What follows belongs to an exercise in optimizing a design on an open flow for small area; a production flow would make more cautious choices. In this exercise RTL edits were held to simulation tests only and were not proved equivalent to the original. The clock port is modelled as an ideal driver; clocking choices that lean on that would not hold on a real chip. Power is estimated from default activity; no workload was simulated.

==> trial 87 <==
==> flow/design.v <==
`timescale 1ns / 1ps
module spireg_top(
    input clk,
    input nrst,
    input mosi,
    output miso,
    input sclk,
    input nss
);
reg mosi1, mosi2;
reg sclk1, sclk2;
reg nss1, nss2;
always @(posedge clk)
if(!nrst) begin
    mosi1 <= 0;
    mosi2 <= 0;
    sclk1 <= 0;
    sclk2 <= 0;
    nss1 <= 0;
    nss2 <= 0;
end else begin
    mosi1 <= mosi;
    mosi2 <= mosi1;
    sclk1 <= sclk;
    sclk2 <= sclk1;
    nss1 <= nss;
    nss2 <= nss1;
end
spireg_example core(
    .clk(clk),
    .nrst(nrst),
    .mosi(mosi2),
    .miso(miso),
    .sclk(sclk2),
    .nss(nss2)
);
endmodule

`timescale 1ns / 1ps
module spireg (
    input clk,
    input nrst,
    input mosi,              
    input sclk,              
    input nss,               
    output rise,             
    output rx_en,            
    output [3:0] rx_idx,
    output rd_en,            
    output [2:0] rd_reg,     
    output [3:0] rd_idx,     
    output [2:0] wr_reg,     
    output wr_en,            
    output fc_en,            
    output [3:0] fc_idx,     
    output fc_val            
);
reg sclk_d;
reg cmdp;                
reg [7:0] c;             
reg [3:0] cnt;           
reg wdone;               
assign rise = sclk & ~sclk_d;
wire last = (cnt == 4'd15);
wire is_rd = (c[7:6] == 2'b00);
wire is_wr = (c[7:6] == 2'b10);
always @(posedge clk) begin
    sclk_d <= sclk;
    if (!nrst || nss) begin
        cmdp <= 1'b1;
        cnt <= 4'd8;
    end else if (rise) begin
        cnt <= cnt + 4'd1;
        wdone <= last && !cmdp && is_wr;
        if (cmdp) begin
            c <= {c[6:0], mosi};
            if (last)
                cmdp <= 1'b0;
        end else if ((last && is_rd) || (wdone && is_wr)) begin
            c[2:0] <= c[2:0] + 3'd1;
        end
    end
end
wire first = ~cmdp & (rise ? (cnt == 4'd0) : (cnt == 4'd1));
assign rx_en = sclk ? first : (cnt != 4'd0);
assign rx_idx = sclk ? 4'd0 : cnt;
assign rd_en = cmdp | is_rd;
assign rd_reg = cmdp ? 3'd0 : c[2:0];
assign rd_idx = {cnt[3] & ~cmdp, cnt[2:0]};
assign wr_reg = c[2:0];
assign wr_en = ~cmdp & is_wr & ((rise & last) | (wdone & ~rise));
assign fc_en = ~cmdp & (c[7:5] == 3'b110);
assign fc_idx = {c[4], ~c[3:1]};
assign fc_val = c[0];
endmodule
`timescale 1ns / 1ps
module spireg_example(
    input clk,
    input nrst,
    input mosi,
    output miso,
    input sclk,
    input nss
);
wire rise, rx_en, rd_en, wr_en, fc_en, fc_val;
wire [2:0] rd_reg, wr_reg;
wire [3:0] rx_idx, rd_idx, fc_idx;
spireg spireg_inst(
    .clk(clk),
    .nrst(nrst),
    .mosi(mosi),
    .sclk(sclk),
    .nss(nss),
    .rise(rise),
    .rx_en(rx_en),
    .rx_idx(rx_idx),
    .rd_en(rd_en),
    .rd_reg(rd_reg),
    .rd_idx(rd_idx),
    .wr_reg(wr_reg),
    .wr_en(wr_en),
    .fc_en(fc_en),
    .fc_idx(fc_idx),
    .fc_val(fc_val)
);
reg [2:0] ph;
reg rst_q;
reg miso_q;
wire clear = ~nrst | rst_q;
always @(posedge clk) begin
    ph <= ph + 3'd1;
    rst_q <= ~nrst | (rst_q & ~rise);
end
reg [3:0] rx [0:3];
wire [3:0] rx_tap;
genvar r, k;
generate
for (k = 0; k < 4; k = k + 1) begin : g_rx
    wire ins = rx_en && rx_idx == {k[1:0], ph[1:0]};
    assign rx_tap[k] = rx[k][3];
    always @(posedge clk)
        rx[k] <= {rx[k][2:0], ins ? mosi : rx[k][3]};
end
endgenerate
reg [7:0] ring [0:15];    
wire [15:0] tap7, tap3;
wire [1:0] col;
generate
for (k = 0; k < 2; k = k + 1) begin : g_col
    assign col[k] = ~clear & (fc_en ? fc_val : rx_tap[2*k + ph[2]]);
end
for (r = 0; r < 8; r = r + 1) begin : g_reg
    for (k = 0; k < 2; k = k + 1) begin : g_ring
        wire ins;
        if (r == 0)
            assign ins = clear | (wr_en && wr_reg == r) |
                         (fc_en && fc_idx == {k[0], ph});
        else
            assign ins = clear | (wr_en && wr_reg == r);
        assign tap7[2*r+k] = ring[2*r+k][7];
        assign tap3[2*r+k] = ring[2*r+k][3];
        always @(posedge clk)
            ring[2*r+k] <= {ring[2*r+k][6:0], ins ? col[k] : ring[2*r+k][7]};
    end
end
endgenerate
wire [3:0] rsel = {rd_reg, rd_idx[3]};
wire rbit = (ph[2] == rd_idx[2]) ? tap7[rsel] : tap3[rsel];
always @(posedge clk)
    if (clear)
        miso_q <= 1'b0;
    else if (ph[1:0] == rd_idx[1:0])
        miso_q <= rd_en & rbit;
assign miso = miso_q;
endmodule
==> flow/flow/run.sh <==
#!/bin/bash
# The standard layout with these changes:
#  1. After the standard synthesis, flow/remap.tcl hands the gates between
#     the flip-flops to ABC again with an area-oriented script
#     (flow/abc_area.scr). The flip-flops keep their cells and names.
#  2. The clock tree is built by flow/pre_cts.tcl (hooked in before CTS):
#     the clock pins are split by position into CLK_NGX x CLK_NGY groups, each
#     with one clock buffer, driven by one root buffer on the clock port.
#     TritonCTS then finds no unbuffered clock net and leaves the tree as it
#     is; the rest of the CTS step (timing repair, legalisation) runs as usual.
#  3. Ports are buffered with buf_1 cells.
# Each tool's output goes to a log file of its own in this folder.
set -e
YOSYS=$FLOW_HOME/../tools/install/yosys/bin/yosys
[ -x "$YOSYS" ] || YOSYS=yosys
RES=orfs/results/$FLOW_PLATFORM/spireg_top/base

bash standard.sh synth > standard_synth.log 2>&1

cp $RES/1_2_yosys.v $RES/1_2_yosys_standard.v
export REMAP_IN=$RES/1_2_yosys_standard.v REMAP_OUT=$RES/1_2_yosys_remap.v
export REMAP_LIB=$FLOW_HOME/platforms/$FLOW_PLATFORM/lib/sky130_fd_sc_hd__tt_025C_1v80.lib
export REMAP_SCRIPT=$PWD/flow/abc_area.scr REMAP_TOP=$FLOW_TOP
export REMAP_DONT_USE="$(cat flow/dont_use.txt)"
$YOSYS -c flow/remap.tcl > remap.log 2>&1
cp $RES/1_2_yosys_remap.v $RES/1_2_yosys.v

export PRE_CTS_TCL=$PWD/flow/pre_cts.tcl
export CLK_NGX=3 CLK_NGY=2 CLK_BUF=sky130_fd_sc_hd__clkbuf_16 CLK_ROOT=sky130_fd_sc_hd__clkbuf_4
export CTS_ARGS="-sink_clustering_enable -repair_clock_nets -dont_use_dummy_load"
export BUFFER_PORTS_ARGS="-buffer_cell sky130_fd_sc_hd__buf_1"
bash standard.sh > standard.log 2>&1
==> flow/flow/abc_area.scr <==
strash
&get -n
&dch -f
&nf -a -p
&put
topo
==> flow/flow/dont_use.txt <==
sky130_fd_sc_hd__probe_p_8
sky130_fd_sc_hd__probec_p_8
sky130_fd_sc_hd__lpflow_bleeder_1
sky130_fd_sc_hd__lpflow_clkbufkapwr_1
sky130_fd_sc_hd__lpflow_clkbufkapwr_16
sky130_fd_sc_hd__lpflow_clkbufkapwr_2
sky130_fd_sc_hd__lpflow_clkbufkapwr_4
sky130_fd_sc_hd__lpflow_clkbufkapwr_8
sky130_fd_sc_hd__lpflow_clkinvkapwr_1
sky130_fd_sc_hd__lpflow_clkinvkapwr_16
sky130_fd_sc_hd__lpflow_clkinvkapwr_2
sky130_fd_sc_hd__lpflow_clkinvkapwr_4
sky130_fd_sc_hd__lpflow_clkinvkapwr_8
sky130_fd_sc_hd__lpflow_decapkapwr_12
sky130_fd_sc_hd__lpflow_decapkapwr_3
sky130_fd_sc_hd__lpflow_decapkapwr_4
sky130_fd_sc_hd__lpflow_decapkapwr_6
sky130_fd_sc_hd__lpflow_decapkapwr_8
sky130_fd_sc_hd__lpflow_inputiso0n_1
sky130_fd_sc_hd__lpflow_inputiso0p_1
sky130_fd_sc_hd__lpflow_inputiso1n_1
sky130_fd_sc_hd__lpflow_inputiso1p_1
sky130_fd_sc_hd__lpflow_inputisolatch_1
sky130_fd_sc_hd__lpflow_isobufsrc_1
sky130_fd_sc_hd__lpflow_isobufsrc_16
sky130_fd_sc_hd__lpflow_isobufsrc_2
sky130_fd_sc_hd__lpflow_isobufsrc_4
sky130_fd_sc_hd__lpflow_isobufsrc_8
sky130_fd_sc_hd__lpflow_isobufsrckapwr_16
sky130_fd_sc_hd__lpflow_lsbuf_lh_hl_isowell_tap_1
sky130_fd_sc_hd__lpflow_lsbuf_lh_hl_isowell_tap_2
sky130_fd_sc_hd__lpflow_lsbuf_lh_hl_isowell_tap_4
sky130_fd_sc_hd__lpflow_lsbuf_lh_isowell_4
sky130_fd_sc_hd__lpflow_lsbuf_lh_isowell_tap_1
sky130_fd_sc_hd__lpflow_lsbuf_lh_isowell_tap_2
sky130_fd_sc_hd__lpflow_lsbuf_lh_isowell_tap_4
sky130_fd_sc_hd__fill_1
sky130_fd_sc_hd__fill_2
sky130_fd_sc_hd__fill_4
sky130_fd_sc_hd__fill_8
==> flow/flow/pre_cts.tcl <==
# Clock tree by hand: the clock pins are split into CLK_NGX x CLK_NGY groups
# by position, and each group gets one clock buffer. With CLK_ROOT set, one
# root buffer fed by the clock port drives the group buffers.
set ngx $::env(CLK_NGX)
set ngy $::env(CLK_NGY)
set bufcell $::env(CLK_BUF)
set block [ord::get_db_block]
set clknet [$block findNet clk]
set sinks {}
foreach pin [get_pins -of_objects [get_nets clk]] {
  set it [sta::sta_to_db_pin $pin]
  if {$it == "NULL" || $it == ""} { continue }
  set inst [$it getInst]
  set bb [$inst getBBox]
  set x [expr {([$bb xMin] + [$bb xMax]) / 2}]
  set y [expr {([$bb yMin] + [$bb yMax]) / 2}]
  lappend sinks [list $pin $x $y]
}
set n [llength $sinks]
puts "hand CTS: $n clock sinks"
set byx [lsort -integer -index 1 $sinks]
set cols {}
for {set i 0} {$i < $ngx} {incr i} {
  set a [expr {$i * $n / $ngx}]
  set b [expr {($i + 1) * $n / $ngx - 1}]
  lappend cols [lrange $byx $a $b]
}
set g 0
foreach col $cols {
  set m [llength $col]
  set byy [lsort -integer -index 2 $col]
  for {set j 0} {$j < $ngy} {incr j} {
    set a [expr {$j * $m / $ngy}]
    set b [expr {($j + 1) * $m / $ngy - 1}]
    set grp [lrange $byy $a $b]
    set sx 0; set sy 0; set pins {}
    foreach s $grp {
      lappend pins [lindex $s 0]
      set sx [expr {$sx + [lindex $s 1]}]
      set sy [expr {$sy + [lindex $s 2]}]
    }
    set k [llength $grp]
    set dbu [$block getDbUnitsPerMicron]
    set cx [expr {double($sx) / $k / $dbu}]
    set cy [expr {double($sy) / $k / $dbu}]
    puts "hand CTS: group $g has $k sinks, buffer at $cx $cy"
    insert_buffer -buffer_cell $bufcell -net clk -load_pins $pins \
      -location [list $cx $cy] -buffer_name clkbuf_hand_$g -net_name clknet_hand_$g
    incr g
  }
}
if {[info exists ::env(CLK_ROOT)] && $::env(CLK_ROOT) != ""} {
  set leafpins {}
  foreach pin [get_pins -of_objects [get_nets clk]] {
    set it [sta::sta_to_db_pin $pin]
    if {$it == "NULL" || $it == ""} { continue }
    lappend leafpins $pin
  }
  set dbu [$block getDbUnitsPerMicron]
  set die [$block getDieArea]
  insert_buffer -buffer_cell $::env(CLK_ROOT) -net clk -load_pins $leafpins \
    -location [list [expr {([$die xMax] + [$die xMin]) / 2.0 / $dbu}] [expr {([$die yMax] + [$die yMin]) / 2.0 / $dbu}]] \
    -buffer_name clkbuf_hand_root -net_name clknet_hand_root
  puts "hand CTS: root buffer $::env(CLK_ROOT) drives [llength $leafpins] buffers"
}
==> flow/flow/remap.tcl <==
# Re-map the combinational logic of the standard synthesis for area.
# The flip-flops (and tie cells) stay as they are, with their names; only the
# gates between them are handed to ABC again, with an area-oriented script.
# Usage: yosys -c remap.tcl   with env REMAP_IN, REMAP_OUT, REMAP_LIB,
# REMAP_SCRIPT, REMAP_DONT_USE (cell names).
yosys -import
set lib $::env(REMAP_LIB)
read_liberty -ignore_miss_func $lib
read_verilog $::env(REMAP_IN)
hierarchy -top $::env(REMAP_TOP)
set seq [list]
foreach c {df* edf* sdf* sedf* dl* conb*} { lappend seq "sky130_fd_sc_hd__$c" }
setattr -mod -set keep_hierarchy 1 {*}$seq
flatten
opt_clean
set du [list]
foreach c $::env(REMAP_DONT_USE) { lappend du -dont_use $c }
abc -liberty $lib {*}$du -script $::env(REMAP_SCRIPT)
opt_clean -purge
hilomap -singleton -hicell sky130_fd_sc_hd__conb_1 HI -locell sky130_fd_sc_hd__conb_1 LO
insbuf -buf sky130_fd_sc_hd__buf_4 A X
opt_clean -purge
select $::env(REMAP_TOP)
tee -o $::env(REMAP_OUT).stat stat -liberty $lib
write_verilog -noattr -nohex -nodec -selected $::env(REMAP_OUT)
==> flow/standard.sh <==
#!/bin/bash
# synth_recipe.tcl (not shown) runs the flow's synth.tcl, then flattens the netlist and writes it again
# the make line also repeats each setting of config.mk as NAME=value (left out here)
make -C /OpenROAD-flow-scripts/flow DESIGN_CONFIG=/design/flow/config.mk WORK_HOME=/design/flow/orfs CLKGATE_MAP_FILE= SYNTH_SCRIPT=/design/flow/synth_recipe.tcl "${@:-finish}"
==> flow/config.mk <==
export PLATFORM = sky130hd
export DESIGN_NAME = spireg_top
export DESIGN_NICKNAME = spireg_top
export VERILOG_FILES = /design/flow/design.v
export SDC_FILE = /design/flow/constraint.sdc
export NUM_CORES = 4
export LEC_CHECK = 0
export CAP_MARGIN = 20
export CORE_MARGIN = 2
export CORE_UTILIZATION = 65
export SLEW_MARGIN = 20
==> flow/constraint.sdc <==
create_clock -name core_clock -period 5.0 [get_ports {clk}]
set_input_delay 1.0000 -clock core_clock [delete_from_list [all_inputs] [get_ports {clk}]]
set_output_delay 1.0000 -clock core_clock [all_outputs]
set_load 0.01 [all_outputs]
==> build 68 (differences from trial 87) <==
==> flow/flow/run.sh (replaced) <==
#!/bin/bash
# The standard layout with these changes:
#  1. After the standard synthesis, flow/remap.tcl hands the gates between
#     the flip-flops to ABC again with area-oriented scripts (flow/abc_*.scr)
#     and keeps the smallest result. The flip-flops keep their cells and
#     names.
#  2. The clock tree is built by flow/pre_cts.tcl (hooked in before CTS):
#     the clock pins are split by position into CLK_NGROUP groups, each with
#     one clock buffer, driven by one root buffer on the clock port.
#     TritonCTS then finds no unbuffered clock net and leaves the tree as it
#     is; the rest of the CTS step (timing repair, legalisation) runs as usual.
#  3. Ports are buffered with buf_1 cells.
# Each tool's output goes to a log file of its own in this folder.
set -e
YOSYS=$FLOW_HOME/../tools/install/yosys/bin/yosys
[ -x "$YOSYS" ] || YOSYS=yosys
RES=orfs/results/$FLOW_PLATFORM/spireg_top/base

bash standard.sh synth > standard_synth.log 2>&1

cp $RES/1_2_yosys.v $RES/1_2_yosys_standard.v
export REMAP_IN=$RES/1_2_yosys_standard.v
export REMAP_LIB=$FLOW_HOME/platforms/$FLOW_PLATFORM/lib/sky130_fd_sc_hd__tt_025C_1v80.lib
export REMAP_TOP=$FLOW_TOP
export REMAP_DONT_USE="$(cat flow/dont_use.txt)"
best=""; best_area=""
for scr in flow/abc_*.scr; do
  n=$(basename $scr .scr)
  export REMAP_SCRIPT=$PWD/$scr REMAP_OUT=$RES/1_2_yosys_$n.v
  if $YOSYS -c flow/remap.tcl > remap_$n.log 2>&1; then
    a=$(awk '/Chip area/ {print $NF}' $REMAP_OUT.stat)
    echo "$n $a" >> remap_areas.txt
    if [ -z "$best" ] || awk -v a=$a -v b=$best_area 'BEGIN {exit !(a < b)}'; then
      best=$REMAP_OUT; best_area=$a
    fi
  fi
done
echo "kept $best ($best_area)" >> remap_areas.txt
cp $best $RES/1_2_yosys.v

export PRE_CTS_TCL=$PWD/flow/pre_cts.tcl
export CLK_NGROUP=5 CLK_BUF=sky130_fd_sc_hd__clkbuf_16 CLK_ROOT=sky130_fd_sc_hd__clkbuf_2
export CTS_ARGS="-sink_clustering_enable -repair_clock_nets -dont_use_dummy_load"
export BUFFER_PORTS_ARGS="-buffer_cell sky130_fd_sc_hd__buf_1"
bash standard.sh > standard.log 2>&1
==> flow/flow/abc_1.scr (new file) <==
strash
&get -n
&dch -f
&nf -a -p
&put
topo
==> flow/flow/abc_2.scr (new file) <==
strash
dc2
dch -f
map -a
topo
==> flow/flow/abc_3.scr (new file) <==
strash
dc2
dch -f
map -a
strash
dc2
dch -f
map -a
topo
==> flow/flow/abc_4.scr (new file) <==
strash
dc2
&get -n
&dch -f
&nf -a -p
&put
topo
==> flow/flow/pre_cts.tcl (replaced) <==
set ngroup $::env(CLK_NGROUP)
set bufcell $::env(CLK_BUF)
set block [ord::get_db_block]
set dbu [$block getDbUnitsPerMicron]
set sinks {}
foreach pin [get_pins -of_objects [get_nets clk]] {
  set it [sta::sta_to_db_pin $pin]
  if {$it == "NULL" || $it == ""} { continue }
  set bb [[$it getInst] getBBox]
  set x [expr {([$bb xMin] + [$bb xMax]) / 2}]
  set y [expr {([$bb yMin] + [$bb yMax]) / 2}]
  lappend sinks [list $pin $x $y]
}
puts "hand CTS: [llength $sinks] clock sinks"

# split sinks into k groups: cut along the longer side of their bounding box
proc split_groups {sinks k} {
  if {$k <= 1} { return [list $sinks] }
  set xs [lmap s $sinks {lindex $s 1}]
  set ys [lmap s $sinks {lindex $s 2}]
  set w [expr {[tcl::mathfunc::max {*}$xs] - [tcl::mathfunc::min {*}$xs]}]
  set h [expr {[tcl::mathfunc::max {*}$ys] - [tcl::mathfunc::min {*}$ys]}]
  set idx [expr {$w >= $h ? 1 : 2}]
  set sorted [lsort -integer -index $idx $sinks]
  set k1 [expr {($k + 1) / 2}]
  set n [llength $sorted]
  set cut [expr {($n * $k1 + $k / 2) / $k}]
  return [concat [split_groups [lrange $sorted 0 [expr {$cut - 1}]] $k1] \
                 [split_groups [lrange $sorted $cut end] [expr {$k - $k1}]]]
}

set g 0
foreach grp [split_groups $sinks $ngroup] {
  set sx 0; set sy 0; set pins {}
  foreach s $grp {
    lappend pins [lindex $s 0]
    set sx [expr {$sx + [lindex $s 1]}]
    set sy [expr {$sy + [lindex $s 2]}]
  }
  set k [llength $grp]
  set cx [expr {double($sx) / $k / $dbu}]
  set cy [expr {double($sy) / $k / $dbu}]
  puts "hand CTS: group $g has $k sinks, buffer at $cx $cy"
  insert_buffer -buffer_cell $bufcell -net clk -load_pins $pins \
    -location [list $cx $cy] -buffer_name clkbuf_hand_$g -net_name clknet_hand_$g
  incr g
}

if {[info exists ::env(CLK_ROOT)] && $::env(CLK_ROOT) != ""} {
  set leafpins {}
  set sx 0; set sy 0
  foreach pin [get_pins -of_objects [get_nets clk]] {
    set it [sta::sta_to_db_pin $pin]
    if {$it == "NULL" || $it == ""} { continue }
    lappend leafpins $pin
    set bb [[$it getInst] getBBox]
    set sx [expr {$sx + ([$bb xMin] + [$bb xMax]) / 2}]
    set sy [expr {$sy + ([$bb yMin] + [$bb yMax]) / 2}]
  }
  set k [llength $leafpins]
  insert_buffer -buffer_cell $::env(CLK_ROOT) -net clk -load_pins $leafpins \
    -location [list [expr {double($sx) / $k / $dbu}] [expr {double($sy) / $k / $dbu}]] \
    -buffer_name clkbuf_hand_root -net_name clknet_hand_root
  puts "hand CTS: root buffer $::env(CLK_ROOT) drives $k buffers"
}
removed: flow/flow/abc_area.scr
==> run summary <==
Setup slack after placement: trial 87 1.81 ns; build 68 2.15 ns
Status: trial 87 finished clean; build 68 finished clean
Post-route met1 wirelength: trial 87 3620 µm; build 68 3540 µm
Multi-input combinational cell count: trial 87 178; build 68 164
Worst hold endpoint: trial 87 core.ring[7][6]; build 68 core.ring[0][7]
Path depth of the worst reg2reg path: trial 87 6; build 68 7
Internal reg-to-reg setup slack: trial 87 2.50 ns; build 68 2.60 ns
Sequential power share: trial 87 0.698; build 68 0.715
Routed length on met2: trial 87 3480 µm; build 68 3150 µm
Clock latency of the later-clocked register in the worst-skew pair: trial 87 0.48 ns; build 68 0.58 ns
Overall track demand over capacity in global routing: trial 87 0.199; build 68 0.190
Worst path slowest cell: trial 87 sky130_fd_sc_hd__dfxtp_1; build 68 sky130_fd_sc_hd__or4_2
Die outline area: trial 87 7700 µm²; build 68 7570 µm²

what the ideal ports hide:
Ports are ideal in the flow. The routed layouts listed here were re-timed in OpenROAD. Step 1 (the two cells are an assumption about what drives the block):
set clk [get_ports {clk}]
set_driving_cell -lib_cell sky130_fd_sc_hd__clkbuf_16 $clk
set_driving_cell -lib_cell sky130_fd_sc_hd__buf_2 [delete_from_list [all_inputs] $clk]
Step 2 adds t to the input delays and takes it off the output delays; t is the mean of the earliest and latest rising clock arrival at the registers after step 1. Input paths then give back, and output paths get back, about the clock's delay inside the block. Slacks: ideal / step 1 / step 2; pairs: ideal / step 1.
| run | shift t [ns] | slack for setup (ns) | hold slack, ns | clock arrival spread, ns | worst slew at a driven data input, ns |
|---|---|---|---|---|---|
| trial 87 | 0.508 | 2.502 / 2.502 / 2.167 | 0.328 / 0.328 / 0.328 | 0.009 / 0.009 | 0.03 |
| build 68 | 0.609 | 2.604 / 2.604 / 2.159 | 0.336 / 0.336 / 0.336 | 0.011 / 0.011 | 0.03 |
After both steps setup and hold are still met in every run listed. For build 68, which loses most, drivers alone change the setup slack by 0.000 ns; drivers and shift together by -0.445 ns.
